What follows belongs to an exercise in optimizing a design on an open flow for a short achievable clock period and few clock cycles; a production flow would make more cautious choices.
The RTL was checked by simulation tests, not by an equivalence proof against the original design.
Power figures rest on the tool's default switching activity, not on a simulated workload.

==> inputs of 12-19 <==
==> flow/design.v <==
module en_reg(clk, rst, en, d, q);
  parameter W = 32;
  input clk, rst, en;
  input [W-1:0] d;
  output reg [W-1:0] q;
  always @(posedge clk)
    if (rst) q <= {W{1'b0}};
    else if (en) q <= d;
endmodule
module ks_add(a, b, cin, s);
  parameter W = 32;
  input [W-1:0] a, b;
  input cin;
  output [W-1:0] s;
  localparam L = (W > 32) ? 6 : (W > 16) ? 5 : (W > 8) ? 4 : (W > 4) ? 3 : (W > 2) ? 2 : 1;
  wire [W-1:0] g [0:L];
  wire [W-1:0] p [0:L];
  assign g[0] = (a & b) | {{(W-1){1'b0}}, cin & (a[0] ^ b[0])};
  assign p[0] = a ^ b;
  genvar i, k;
  generate
    for (k = 0; k < L; k = k + 1) begin : lvl
      for (i = 0; i < W; i = i + 1) begin : bitk
        if (i >= (1 << k)) begin : comb
          assign g[k+1][i] = g[k][i] | (p[k][i] & g[k][i - (1 << k)]);
          assign p[k+1][i] = p[k][i] & p[k][i - (1 << k)];
        end else begin : pass
          assign g[k+1][i] = g[k][i];
          assign p[k+1][i] = p[k][i];
        end
      end
    end
  endgenerate
  wire [W-1:0] c = {g[L][W-2:0], cin};
  assign s = p[0] ^ c;
endmodule
module register_file(clk, we3, a1, a2, a3, wd3, rd1, rd2);
  input clk, we3;
  input [4:0] a1, a2, a3;
  input [31:0] wd3;
  output [31:0] rd1, rd2;
  reg [1023:0] regs;
  wire [31:0] sel1, sel2;
  genvar i;
  generate
    for (i = 0; i < 32; i = i + 1) begin : word
      always @(posedge clk)
        if (we3 & (a3 == i)) regs[i*32 +: 32] <= wd3;
      assign sel1[i] = (a1 == i);
      assign sel2[i] = (a2 == i);
    end
  endgenerate
  reg [31:0] r1, r2;
  integer k;
  always @* begin
    r1 = 32'b0;
    r2 = 32'b0;
    for (k = 0; k < 32; k = k + 1) begin
      r1 = r1 | (regs[k*32 +: 32] & {32{sel1[k]}});
      r2 = r2 | (regs[k*32 +: 32] & {32{sel2[k]}});
    end
  end
  assign rd1 = r1;
  assign rd2 = r2;
endmodule
module d_flop(d, clk, rst, en, q);
  input [31:0] d;
  input clk;
  input rst;
  input en;
  output reg [31:0] q;
  always @(posedge clk)
    if (rst) q <= 32'b0;
    else if (en) q <= d;
endmodule
module mips_cpu(clk, rst, imem_addr, imem_rdata, dmem_addr, dmem_rdata, dmem_we, dmem_wdata,
                rf_ra1, rf_ra2, rf_rd1, rf_rd2, rf_we, rf_wa, rf_wd);
  input clk, rst;
  output [31:0] imem_addr;
  input [31:0] imem_rdata;
  output [31:0] dmem_addr, dmem_wdata;
  output dmem_we;
  input [31:0] dmem_rdata;
  output [4:0] rf_ra1, rf_ra2;
  input [31:0] rf_rd1, rf_rd2;
  output rf_we;
  output [4:0] rf_wa;
  output [31:0] rf_wd;
  reg d_valid, d_ptaken, d_ptok;
  reg [31:0] d_ins, d_pc4, d_pnpc;
  reg e_valid, e_wen, e_lw, e_sw, e_beq, e_bne, e_jr, e_fl, e_ptaken, e_ptok, e_off0;
  reg e_s_sum, e_s_diff, e_s_and, e_s_or, e_s_slt, e_s_link;
  reg [4:0] e_dest;
  reg [31:0] e_a, e_b, e_bi, e_imm, e_pc4, e_pnpc;
  reg m_wen, m_lw, m_sw;
  reg [4:0] m_dest;
  reg [31:0] m_res, m_wdata;
  wire redirect, stall;
  wire [31:0] pc;
  wire [31:0] pc4;
  ks_add #(30) pc_inc(.a(pc[31:2]), .b(30'd1), .cin(1'b0), .s(pc4[31:2]));
  assign pc4[1:0] = pc[1:0];
  wire [31:0] ins = imem_rdata;
  wire [5:0] op = ins[31:26];
  wire [4:0] rs = ins[25:21], rt = ins[20:16];
  wire [15:0] imm = ins[15:0];
  wire f_jr    = (op == 6'b000000) & (ins[5:0] == 6'b001000);
  wire f_beq   = (op == 6'b000100);
  wire f_bne   = (op == 6'b000101);
  wire f_jal   = (op == 6'b000011);
  wire f_j     = (op == 6'b000010) | f_jal;
  wire f_ptaken = (f_beq | f_bne) & (imm[15] | (f_beq & (rs == rt)) | (f_bne & (rs != rt)));
  wire [10:0] bt_lo;
  ks_add #(11) lo_add(.a({1'b0, pc[11:2]}), .b({1'b0, imm[9:0]}), .cin(1'b1), .s(bt_lo));
  wire f_tgt_ok = ((imm[15:10] == 6'h00) & ~bt_lo[10]) | ((imm[15:10] == 6'h3f) & bt_lo[10]);
  wire [31:0] f_bpred = {pc[31:12], bt_lo[9:0], pc[1:0]};
  wire [31:0] link;
  wire [31:0] f_pnpc = f_j ? {4'b0000, ins[25:0], 2'b00} :
                       f_jr ? link :
                       f_ptaken ? f_bpred : pc4;
  wire [5:0] dop = d_ins[31:26], fn = d_ins[5:0];
  wire [4:0] drs = d_ins[25:21], drt = d_ins[20:16], drd = d_ins[15:11];
  wire [15:0] dimm = d_ins[15:0];
  wire [31:0] simm = {{16{dimm[15]}}, dimm};
  wire d_rtype = (dop == 6'b000000);
  wire d_jr    = d_rtype & (fn == 6'b001000);
  wire d_addi  = (dop == 6'b001000);
  wire d_andi  = (dop == 6'b001100);
  wire d_lw    = (dop == 6'b100011);
  wire d_sw    = (dop == 6'b101011);
  wire d_beq   = (dop == 6'b000100);
  wire d_bne   = (dop == 6'b000101);
  wire d_j     = (dop == 6'b000010);
  wire d_jal   = (dop == 6'b000011);
  wire d_br    = d_beq | d_bne;
  wire d_wen   = (d_rtype & ~d_jr) | d_addi | d_andi | d_lw | d_jal;
  wire [4:0] d_dest = d_jal ? 5'd31 : (d_rtype ? drd : drt);
  wire d_use_rs = ~(d_j | d_jal);
  wire d_use_rt = d_rtype | d_sw | d_br;
  wire d_s_diff = d_rtype & (fn == 6'b100010);
  wire d_s_and  = (d_rtype & (fn == 6'b100100)) | d_andi;
  wire d_s_or   = d_rtype & (fn == 6'b100101);
  wire d_s_slt  = d_rtype & (fn == 6'b101010);
  wire d_s_link = d_jal;
  wire d_s_sum  = ~(d_s_diff | d_s_and | d_s_or | d_s_slt | d_s_link);
  wire d_uimm   = d_addi | d_andi | d_lw | d_sw;
  assign rf_ra1 = drs;
  assign rf_ra2 = drt;
  wire e_fwd = e_valid & e_wen & ~e_lw;
  wire fa_e = e_fwd & (e_dest == drs);
  wire fb_e = e_fwd & (e_dest == drt);
  wire fa_m = m_wen & (m_dest == drs);
  wire fb_m = m_wen & (m_dest == drt);
  wire [31:0] res;
  wire [31:0] d_a_rf = fa_m ? rf_wd : rf_rd1;
  wire [31:0] d_b_rf = fb_m ? rf_wd : rf_rd2;
  wire [31:0] d_a = fa_e ? res : d_a_rf;
  wire [31:0] d_b = fb_e ? res : d_b_rf;
  wire [31:0] d_bi = (fb_e & ~d_uimm) ? res : (d_uimm ? simm : d_b_rf);
  wire d_sw_ld = d_sw & (drt == e_dest) & (drs != e_dest);
  assign stall = d_valid & e_valid & e_lw &
                 ((d_use_rs & (drs == e_dest)) | (d_use_rt & (drt == e_dest) & ~d_sw_ld));
  wire [31:0] sum, diff;
  ks_add #(32) alu_add(.a(e_a), .b(e_bi), .cin(1'b0), .s(sum));
  ks_add #(32) alu_sub(.a(e_a), .b(~e_b), .cin(1'b1), .s(diff));
  wire lt = (e_a[31] != e_b[31]) ? e_a[31] : diff[31];
  assign res = ({32{e_s_sum}} & sum) |
               ({32{e_s_diff}} & diff) |
               ({32{e_s_and}} & (e_a & e_bi)) |
               ({32{e_s_or}} & (e_a | e_bi)) |
               {31'b0, e_s_slt & lt} |
               ({32{e_s_link}} & e_pc4);
  wire [31:0] btarget;
  ks_add #(30) bt_add(.a(e_pc4[31:2]), .b(e_imm[29:0]), .cin(1'b0), .s(btarget[31:2]));
  assign btarget[1:0] = e_pc4[1:0];
  wire eq = (e_a == e_b);
  wire taken = e_beq ? eq : ~eq;
  wire br_miss = (e_beq | e_bne) & ~e_off0 & (taken ? ~e_ptok : e_ptaken);
  wire jr_miss = e_jr & (e_a != e_pnpc);
  assign redirect = e_valid & (br_miss | jr_miss);
  wire [31:0] rtarget = e_jr ? e_a : (taken ? btarget : e_pc4);
  wire [31:0] npc = redirect ? rtarget : f_pnpc;
  d_flop program_counter(.d(npc), .clk(clk), .rst(rst), .en(redirect | ~stall), .q(pc));
  en_reg link_reg(.clk(clk), .rst(rst), .en(f_jal & ~redirect & ~stall), .d(pc4), .q(link));
  assign imem_addr = pc;
  always @(posedge clk) begin
    if (rst) begin
      d_valid <= 1'b0;
      e_valid <= 1'b0;
      m_wen <= 1'b0;
      m_sw <= 1'b0;
    end else begin
      if (redirect | ~stall) d_valid <= ~redirect;
      e_valid <= d_valid & ~redirect & ~stall;
      m_wen <= e_valid & e_wen;
      m_sw <= e_valid & e_sw;
    end
    if (~stall) begin
      d_ins <= ins;
      d_pc4 <= pc4;
      d_pnpc <= link;
      d_ptaken <= f_ptaken;
      d_ptok <= f_ptaken & f_tgt_ok;
    end
    e_wen <= d_wen;
    e_lw <= d_lw;
    e_sw <= d_sw;
    e_beq <= d_beq;
    e_bne <= d_bne;
    e_jr <= d_jr;
    e_s_sum <= d_s_sum;
    e_s_diff <= d_s_diff;
    e_s_and <= d_s_and;
    e_s_or <= d_s_or;
    e_s_slt <= d_s_slt;
    e_s_link <= d_s_link;
    e_dest <= d_dest;
    e_fl <= e_valid & e_lw & d_sw_ld;
    e_a <= d_a;
    e_b <= d_b;
    e_bi <= d_bi;
    e_imm <= simm;
    e_pc4 <= d_pc4;
    e_pnpc <= d_pnpc;
    e_ptaken <= d_ptaken;
    e_ptok <= d_ptok;
    e_off0 <= (dimm == 16'b0);
    m_lw <= e_lw;
    m_dest <= e_dest;
    m_res <= res;
    m_wdata <= e_fl ? dmem_rdata : e_b;
  end
  assign dmem_addr = m_res;
  assign dmem_wdata = m_wdata;
  assign dmem_we = m_sw;
  assign rf_we = m_wen;
  assign rf_wa = m_dest;
  assign rf_wd = m_lw ? dmem_rdata : m_res;
endmodule
module mips_top(clk, rst, imem_addr, imem_rdata, dmem_addr, dmem_wdata, dmem_we, dmem_rdata);
  input clk;
  input rst;
  output [31:0] imem_addr;
  input [31:0] imem_rdata;
  output [31:0] dmem_addr, dmem_wdata;
  output dmem_we;
  input [31:0] dmem_rdata;
  wire [4:0] ra1, ra2, wa;
  wire [31:0] rd1, rd2, wd;
  wire we;
  register_file cpu_register(.clk(clk), .we3(we), .a1(ra1), .a2(ra2), .a3(wa),
                             .wd3(wd), .rd1(rd1), .rd2(rd2));
  mips_cpu cpu(.clk(clk), .rst(rst),
               .imem_addr(imem_addr), .imem_rdata(imem_rdata),
               .dmem_addr(dmem_addr), .dmem_rdata(dmem_rdata),
               .dmem_we(dmem_we), .dmem_wdata(dmem_wdata),
               .rf_ra1(ra1), .rf_ra2(ra2), .rf_rd1(rd1), .rf_rd2(rd2),
               .rf_we(we), .rf_wa(wa), .rf_wd(wd));
endmodule
==> flow/flow/run.sh <==
#!/bin/bash
set -euo pipefail
bash standard.sh SETUP_SLACK_MARGIN=7.5 ADDER_MAP_FILE= finish > make_finish.log 2>&1
==> flow/standard.sh <==
#!/bin/bash
# synth_recipe.tcl (not shown) runs the flow's synth.tcl, then flattens the netlist and writes it again
# the make line also repeats each setting of config.mk as NAME=value (left out here)
make -C /OpenROAD-flow-scripts/flow DESIGN_CONFIG=/design/flow/config.mk WORK_HOME=/design/flow/orfs CLKGATE_MAP_FILE= SYNTH_SCRIPT=/design/flow/synth_recipe.tcl "${@:-finish}"
==> flow/config.mk <==
export PLATFORM = sky130hd
export DESIGN_NAME = mips_top
export DESIGN_NICKNAME = mips_top
export VERILOG_FILES = /design/flow/design.v
export SDC_FILE = /design/flow/constraint.sdc
export NUM_CORES = 4
export LEC_CHECK = 0
export CAP_MARGIN = 20
export CORE_MARGIN = 2
export CORE_UTILIZATION = 40
export SETUP_SLACK_MARGIN = 5
export SLEW_MARGIN = 20
export SYNTH_HIERARCHICAL = 1
export SYNTH_MINIMUM_KEEP_SIZE = 0
==> flow/constraint.sdc <==
create_clock -name core_clock -period 11.0 [get_ports {clk}]
set_input_delay 2.2000 -clock core_clock [delete_from_list [all_inputs] [get_ports {clk}]]
set_output_delay 2.2000 -clock core_clock [all_outputs]
set_load 0.01 [all_outputs]
==> 12-07: changes against 12-19 <==
--- a/flow/design.v
+++ b/flow/design.v
@@ -6,6 +6,12 @@
   always @(posedge clk)
     if (rst) q <= {W{1'b0}};
     else if (en) q <= d;
+endmodule
+module pg_dot(gh, ph, gl, pl, g, p);
+  input gh, ph, gl, pl;
+  output g, p;
+  assign g = gh | (ph & gl);
+  assign p = ph & pl;
 endmodule
 module ks_add(a, b, cin, s);
   parameter W = 32;
@@ -22,8 +28,8 @@
     for (k = 0; k < L; k = k + 1) begin : lvl
       for (i = 0; i < W; i = i + 1) begin : bitk
         if (i >= (1 << k)) begin : comb
-          assign g[k+1][i] = g[k][i] | (p[k][i] & g[k][i - (1 << k)]);
-          assign p[k+1][i] = p[k][i] & p[k][i - (1 << k)];
+          pg_dot dot(.gh(g[k][i]), .ph(p[k][i]), .gl(g[k][i - (1 << k)]), .pl(p[k][i - (1 << k)]),
+                     .g(g[k+1][i]), .p(p[k+1][i]));
         end else begin : pass
           assign g[k+1][i] = g[k][i];
           assign p[k+1][i] = p[k][i];
@@ -34,20 +40,52 @@
   wire [W-1:0] c = {g[L][W-2:0], cin};
   assign s = p[0] ^ c;
 endmodule
-module register_file(clk, we3, a1, a2, a3, wd3, rd1, rd2);
+module next_pc(ins, pc_n, link, rst, redirect, rtarget, stall, pc_d, pc4, jal, ptaken, ptok);
+  input [31:0] ins, pc_n, link, rtarget;
+  input rst, redirect, stall;
+  output [31:0] pc_d, pc4;
+  output jal, ptaken, ptok;
+  wire [31:0] pc = ~pc_n;
+  ks_add #(30) pc_inc(.a(pc[31:2]), .b(30'd1), .cin(1'b0), .s(pc4[31:2]));
+  assign pc4[1:0] = pc[1:0];
+  wire [5:0] op = ins[31:26];
+  wire [4:0] rs = ins[25:21], rt = ins[20:16];
+  wire [15:0] imm = ins[15:0];
+  wire is_jr  = (op == 6'b000000) & (ins[5:0] == 6'b001000);
+  wire is_beq = (op == 6'b000100);
+  wire is_bne = (op == 6'b000101);
+  assign jal  = (op == 6'b000011);
+  wire is_j   = (op == 6'b000010) | jal;
+  assign ptaken = (is_beq | is_bne) & (imm[15] | (is_beq & (rs == rt)) | (is_bne & (rs != rt)));
+  wire [10:0] bt_lo;
+  ks_add #(11) lo_add(.a({1'b0, pc[11:2]}), .b({1'b0, imm[9:0]}), .cin(1'b1), .s(bt_lo));
+  assign ptok = ptaken & (((imm[15:10] == 6'h00) & ~bt_lo[10]) | ((imm[15:10] == 6'h3f) & bt_lo[10]));
+  wire [31:0] bpred = {pc[31:12], bt_lo[9:0], pc[1:0]};
+  wire go = ~rst & ~stall;
+  wire s_j  = go & is_j;
+  wire s_jr = go & ~is_j & is_jr;
+  wire s_bt = go & ~is_j & ~is_jr & ptaken;
+  wire s_p4 = go & ~is_j & ~is_jr & ~ptaken;
+  wire s_hd = ~rst & stall;
+  wire [31:0] pred = ({32{s_bt}} & bpred) |
+                     ({32{s_j}}  & {4'b0000, ins[25:0], 2'b00}) |
+                     ({32{s_jr}} & link) |
+                     ({32{s_p4}} & pc4) |
+                     ({32{s_hd}} & pc);
+  assign pc_d = (redirect & ~rst) ? rtarget : pred;
+endmodule
+module register_file(clk, we3, s1, s2, a3, wd3, rd1, rd2);
   input clk, we3;
-  input [4:0] a1, a2, a3;
+  input [31:0] s1, s2;
+  input [4:0] a3;
   input [31:0] wd3;
   output [31:0] rd1, rd2;
   reg [1023:0] regs;
-  wire [31:0] sel1, sel2;
   genvar i;
   generate
     for (i = 0; i < 32; i = i + 1) begin : word
       always @(posedge clk)
         if (we3 & (a3 == i)) regs[i*32 +: 32] <= wd3;
-      assign sel1[i] = (a1 == i);
-      assign sel2[i] = (a2 == i);
     end
   endgenerate
   reg [31:0] r1, r2;
@@ -56,68 +94,67 @@
     r1 = 32'b0;
     r2 = 32'b0;
     for (k = 0; k < 32; k = k + 1) begin
-      r1 = r1 | (regs[k*32 +: 32] & {32{sel1[k]}});
-      r2 = r2 | (regs[k*32 +: 32] & {32{sel2[k]}});
+      r1 = r1 | (regs[k*32 +: 32] & {32{s1[k]}});
+      r2 = r2 | (regs[k*32 +: 32] & {32{s2[k]}});
     end
   end
   assign rd1 = r1;
   assign rd2 = r2;
 endmodule
-module d_flop(d, clk, rst, en, q);
+module d_flop(d, clk, q);
   input [31:0] d;
   input clk;
-  input rst;
-  input en;
   output reg [31:0] q;
   always @(posedge clk)
-    if (rst) q <= 32'b0;
-    else if (en) q <= d;
+    q <= d;
 endmodule
 module mips_cpu(clk, rst, imem_addr, imem_rdata, dmem_addr, dmem_rdata, dmem_we, dmem_wdata,
-                rf_ra1, rf_ra2, rf_rd1, rf_rd2, rf_we, rf_wa, rf_wd);
+                rf_rs1, rf_rs2, rf_rd1, rf_rd2, rf_we, rf_wa, rf_wd);
   input clk, rst;
   output [31:0] imem_addr;
   input [31:0] imem_rdata;
   output [31:0] dmem_addr, dmem_wdata;
   output dmem_we;
   input [31:0] dmem_rdata;
-  output [4:0] rf_ra1, rf_ra2;
+  output [31:0] rf_rs1, rf_rs2;
   input [31:0] rf_rd1, rf_rd2;
   output rf_we;
   output [4:0] rf_wa;
   output [31:0] rf_wd;
   reg d_valid, d_ptaken, d_ptok;
-  reg [31:0] d_ins, d_pc4, d_pnpc;
+  reg [31:0] d_ins, d_pc4, d_pnpc, d_sel1, d_sel2;
   reg e_valid, e_wen, e_lw, e_sw, e_beq, e_bne, e_jr, e_fl, e_ptaken, e_ptok, e_off0;
   reg e_s_sum, e_s_diff, e_s_and, e_s_or, e_s_slt, e_s_link;
   reg [4:0] e_dest;
   reg [31:0] e_a, e_b, e_bi, e_imm, e_pc4, e_pnpc;
   reg m_wen, m_lw, m_sw;
   reg [4:0] m_dest;
-  reg [31:0] m_res, m_wdata;
+  reg [31:0] m_res, m_addr, m_wdata;
   wire redirect, stall;
-  wire [31:0] pc;
-  wire [31:0] pc4;
-  ks_add #(30) pc_inc(.a(pc[31:2]), .b(30'd1), .cin(1'b0), .s(pc4[31:2]));
-  assign pc4[1:0] = pc[1:0];
+  wire [31:0] pc, pc_n;
+  wire [31:0] pc_d, pc4, link;
   wire [31:0] ins = imem_rdata;
-  wire [5:0] op = ins[31:26];
-  wire [4:0] rs = ins[25:21], rt = ins[20:16];
-  wire [15:0] imm = ins[15:0];
-  wire f_jr    = (op == 6'b000000) & (ins[5:0] == 6'b001000);
-  wire f_beq   = (op == 6'b000100);
-  wire f_bne   = (op == 6'b000101);
-  wire f_jal   = (op == 6'b000011);
-  wire f_j     = (op == 6'b000010) | f_jal;
-  wire f_ptaken = (f_beq | f_bne) & (imm[15] | (f_beq & (rs == rt)) | (f_bne & (rs != rt)));
-  wire [10:0] bt_lo;
-  ks_add #(11) lo_add(.a({1'b0, pc[11:2]}), .b({1'b0, imm[9:0]}), .cin(1'b1), .s(bt_lo));
-  wire f_tgt_ok = ((imm[15:10] == 6'h00) & ~bt_lo[10]) | ((imm[15:10] == 6'h3f) & bt_lo[10]);
-  wire [31:0] f_bpred = {pc[31:12], bt_lo[9:0], pc[1:0]};
-  wire [31:0] link;
-  wire [31:0] f_pnpc = f_j ? {4'b0000, ins[25:0], 2'b00} :
-                       f_jr ? link :
-                       f_ptaken ? f_bpred : pc4;
+  wire f_jal, f_ptaken, f_ptok;
+  wire [31:0] rtarget;
+  wire [31:0] pc_d0, pc_d1, pc_d2, pc_d3, pc4_1, pc4_2, pc4_3;
+  wire jal_1, jal_2, jal_3, ptaken_1, ptaken_2, ptaken_3, ptok_1, ptok_2, ptok_3;
+  next_pc fetch0(.ins(ins), .pc_n(pc_n), .link(link), .rst(rst), .redirect(redirect),
+                 .rtarget(rtarget), .stall(stall), .pc_d(pc_d0), .pc4(pc4),
+                 .jal(f_jal), .ptaken(f_ptaken), .ptok(f_ptok));
+  next_pc fetch1(.ins(ins), .pc_n(pc_n), .link(link), .rst(rst), .redirect(redirect),
+                 .rtarget(rtarget), .stall(stall), .pc_d(pc_d1), .pc4(pc4_1),
+                 .jal(jal_1), .ptaken(ptaken_1), .ptok(ptok_1));
+  next_pc fetch2(.ins(ins), .pc_n(pc_n), .link(link), .rst(rst), .redirect(redirect),
+                 .rtarget(rtarget), .stall(stall), .pc_d(pc_d2), .pc4(pc4_2),
+                 .jal(jal_2), .ptaken(ptaken_2), .ptok(ptok_2));
+  next_pc fetch3(.ins(ins), .pc_n(pc_n), .link(link), .rst(rst), .redirect(redirect),
+                 .rtarget(rtarget), .stall(stall), .pc_d(pc_d3), .pc4(pc4_3),
+                 .jal(jal_3), .ptaken(ptaken_3), .ptok(ptok_3));
+  assign pc_d = {pc_d3[31:24], pc_d2[23:16], pc_d1[15:8], pc_d0[7:0]};
+  d_flop program_counter(.d(pc_d), .clk(clk), .q(pc));
+  d_flop program_counter_n(.d(~pc_d), .clk(clk), .q(pc_n));
+  en_reg link_reg(.clk(clk), .rst(rst), .en(f_jal & ~redirect & ~stall), .d(pc4), .q(link));
+  assign imem_addr = pc;
   wire [5:0] dop = d_ins[31:26], fn = d_ins[5:0];
   wire [4:0] drs = d_ins[25:21], drt = d_ins[20:16], drd = d_ins[15:11];
   wire [15:0] dimm = d_ins[15:0];
@@ -144,8 +181,8 @@
   wire d_s_link = d_jal;
   wire d_s_sum  = ~(d_s_diff | d_s_and | d_s_or | d_s_slt | d_s_link);
   wire d_uimm   = d_addi | d_andi | d_lw | d_sw;
-  assign rf_ra1 = drs;
-  assign rf_ra2 = drt;
+  assign rf_rs1 = d_sel1;
+  assign rf_rs2 = d_sel2;
   wire e_fwd = e_valid & e_wen & ~e_lw;
   wire fa_e = e_fwd & (e_dest == drs);
   wire fb_e = e_fwd & (e_dest == drt);
@@ -175,14 +212,11 @@
   assign btarget[1:0] = e_pc4[1:0];
   wire eq = (e_a == e_b);
   wire taken = e_beq ? eq : ~eq;
-  wire br_miss = (e_beq | e_bne) & ~e_off0 & (taken ? ~e_ptok : e_ptaken);
+  wire br_miss = (e_beq | e_bne) &
+                 ((e_ptaken & ~e_ptok) | (~e_off0 & (taken ? ~e_ptaken : e_ptaken)));
   wire jr_miss = e_jr & (e_a != e_pnpc);
   assign redirect = e_valid & (br_miss | jr_miss);
-  wire [31:0] rtarget = e_jr ? e_a : (taken ? btarget : e_pc4);
-  wire [31:0] npc = redirect ? rtarget : f_pnpc;
-  d_flop program_counter(.d(npc), .clk(clk), .rst(rst), .en(redirect | ~stall), .q(pc));
-  en_reg link_reg(.clk(clk), .rst(rst), .en(f_jal & ~redirect & ~stall), .d(pc4), .q(link));
-  assign imem_addr = pc;
+  assign rtarget = e_jr ? e_a : (taken ? btarget : e_pc4);
   always @(posedge clk) begin
     if (rst) begin
       d_valid <= 1'b0;
@@ -197,10 +231,12 @@
     end
     if (~stall) begin
       d_ins <= ins;
+      d_sel1 <= 32'b1 << ins[25:21];
+      d_sel2 <= 32'b1 << ins[20:16];
       d_pc4 <= pc4;
       d_pnpc <= link;
       d_ptaken <= f_ptaken;
-      d_ptok <= f_ptaken & f_tgt_ok;
+      d_ptok <= f_ptok;
     end
     e_wen <= d_wen;
     e_lw <= d_lw;
@@ -227,10 +263,11 @@
     e_off0 <= (dimm == 16'b0);
     m_lw <= e_lw;
     m_dest <= e_dest;
-    m_res <= res;
+    if (e_valid & e_wen) m_res <= res;
+    m_addr <= res;
     m_wdata <= e_fl ? dmem_rdata : e_b;
   end
-  assign dmem_addr = m_res;
+  assign dmem_addr = m_addr;
   assign dmem_wdata = m_wdata;
   assign dmem_we = m_sw;
   assign rf_we = m_wen;
@@ -245,15 +282,16 @@
   output [31:0] dmem_addr, dmem_wdata;
   output dmem_we;
   input [31:0] dmem_rdata;
-  wire [4:0] ra1, ra2, wa;
+  wire [31:0] rs1, rs2;
+  wire [4:0] wa;
   wire [31:0] rd1, rd2, wd;
   wire we;
-  register_file cpu_register(.clk(clk), .we3(we), .a1(ra1), .a2(ra2), .a3(wa),
+  register_file cpu_register(.clk(clk), .we3(we), .s1(rs1), .s2(rs2), .a3(wa),
                              .wd3(wd), .rd1(rd1), .rd2(rd2));
   mips_cpu cpu(.clk(clk), .rst(rst),
                .imem_addr(imem_addr), .imem_rdata(imem_rdata),
                .dmem_addr(dmem_addr), .dmem_rdata(dmem_rdata),
                .dmem_we(dmem_we), .dmem_wdata(dmem_wdata),
-               .rf_ra1(ra1), .rf_ra2(ra2), .rf_rd1(rd1), .rf_rd2(rd2),
+               .rf_rs1(rs1), .rf_rs2(rs2), .rf_rd1(rd1), .rf_rd2(rd2),
                .rf_we(we), .rf_wa(wa), .rf_wd(wd));
 endmodule
==> flow/flow/run.sh (replaced) <==
#!/bin/bash
set -euo pipefail
bash standard.sh SETUP_SLACK_MARGIN=7.5 ADDER_MAP_FILE= MATCH_CELL_FOOTPRINT=0 finish > make_finish.log 2>&1
==> run notes <==
12-19 went through all stages and came out clean. 12-07 went through all stages and came out clean. Combinational power: 12-07 is lower than 12-19 (about 8%). Power: 12-07 is smaller than 12-19 (0.81%). Between 12-07 and 12-19, the lower wire length is in 12-07 (gap about 11%, measured against 12-19). In 12-19 the non-clock buffer count is higher than in 12-07, by 187. Worst hold slack: 12-19 is worse than 12-07 (8.1 ps).
Testbench counts of 12-19, summed over its fixed seeds: cycles 43,448.
Testbench counts of 12-07, summed over its fixed seeds: cycles 43,448.

## port drivers added, routing unchanged
How much do the figures lean on ideal ports? The routed layouts below were timed once more, with nothing changed but the port constraints.
Step 1 sets driving cells, clkbuf_16 on the clock port and buf_2 on the other inputs (assumed; they add their load-dependent delay and slew).
Step 2 times the ports against the registers' clock, not the clock port: input delays grow and output delays shrink by t, the midpoint of the rising clock arrivals with the driver on.
Three values: ideal, step 1, step 2; two values: the first two.
run	t (ns)	slack for setup (ns)	latest minus earliest clock arrival (ns)	pins driven straight from the clock port
12-19	0.908	7.347 / 7.327 / 6.521	0.065 / 0.065	1
12-07	0.917	7.418 / 7.337 / 6.579	0.072 / 0.072	1
After both steps setup and hold are still met in every run listed. The setup slack of 12-07, which loses most, moves by -0.081 ns with the drivers and by -0.839 ns with both steps.
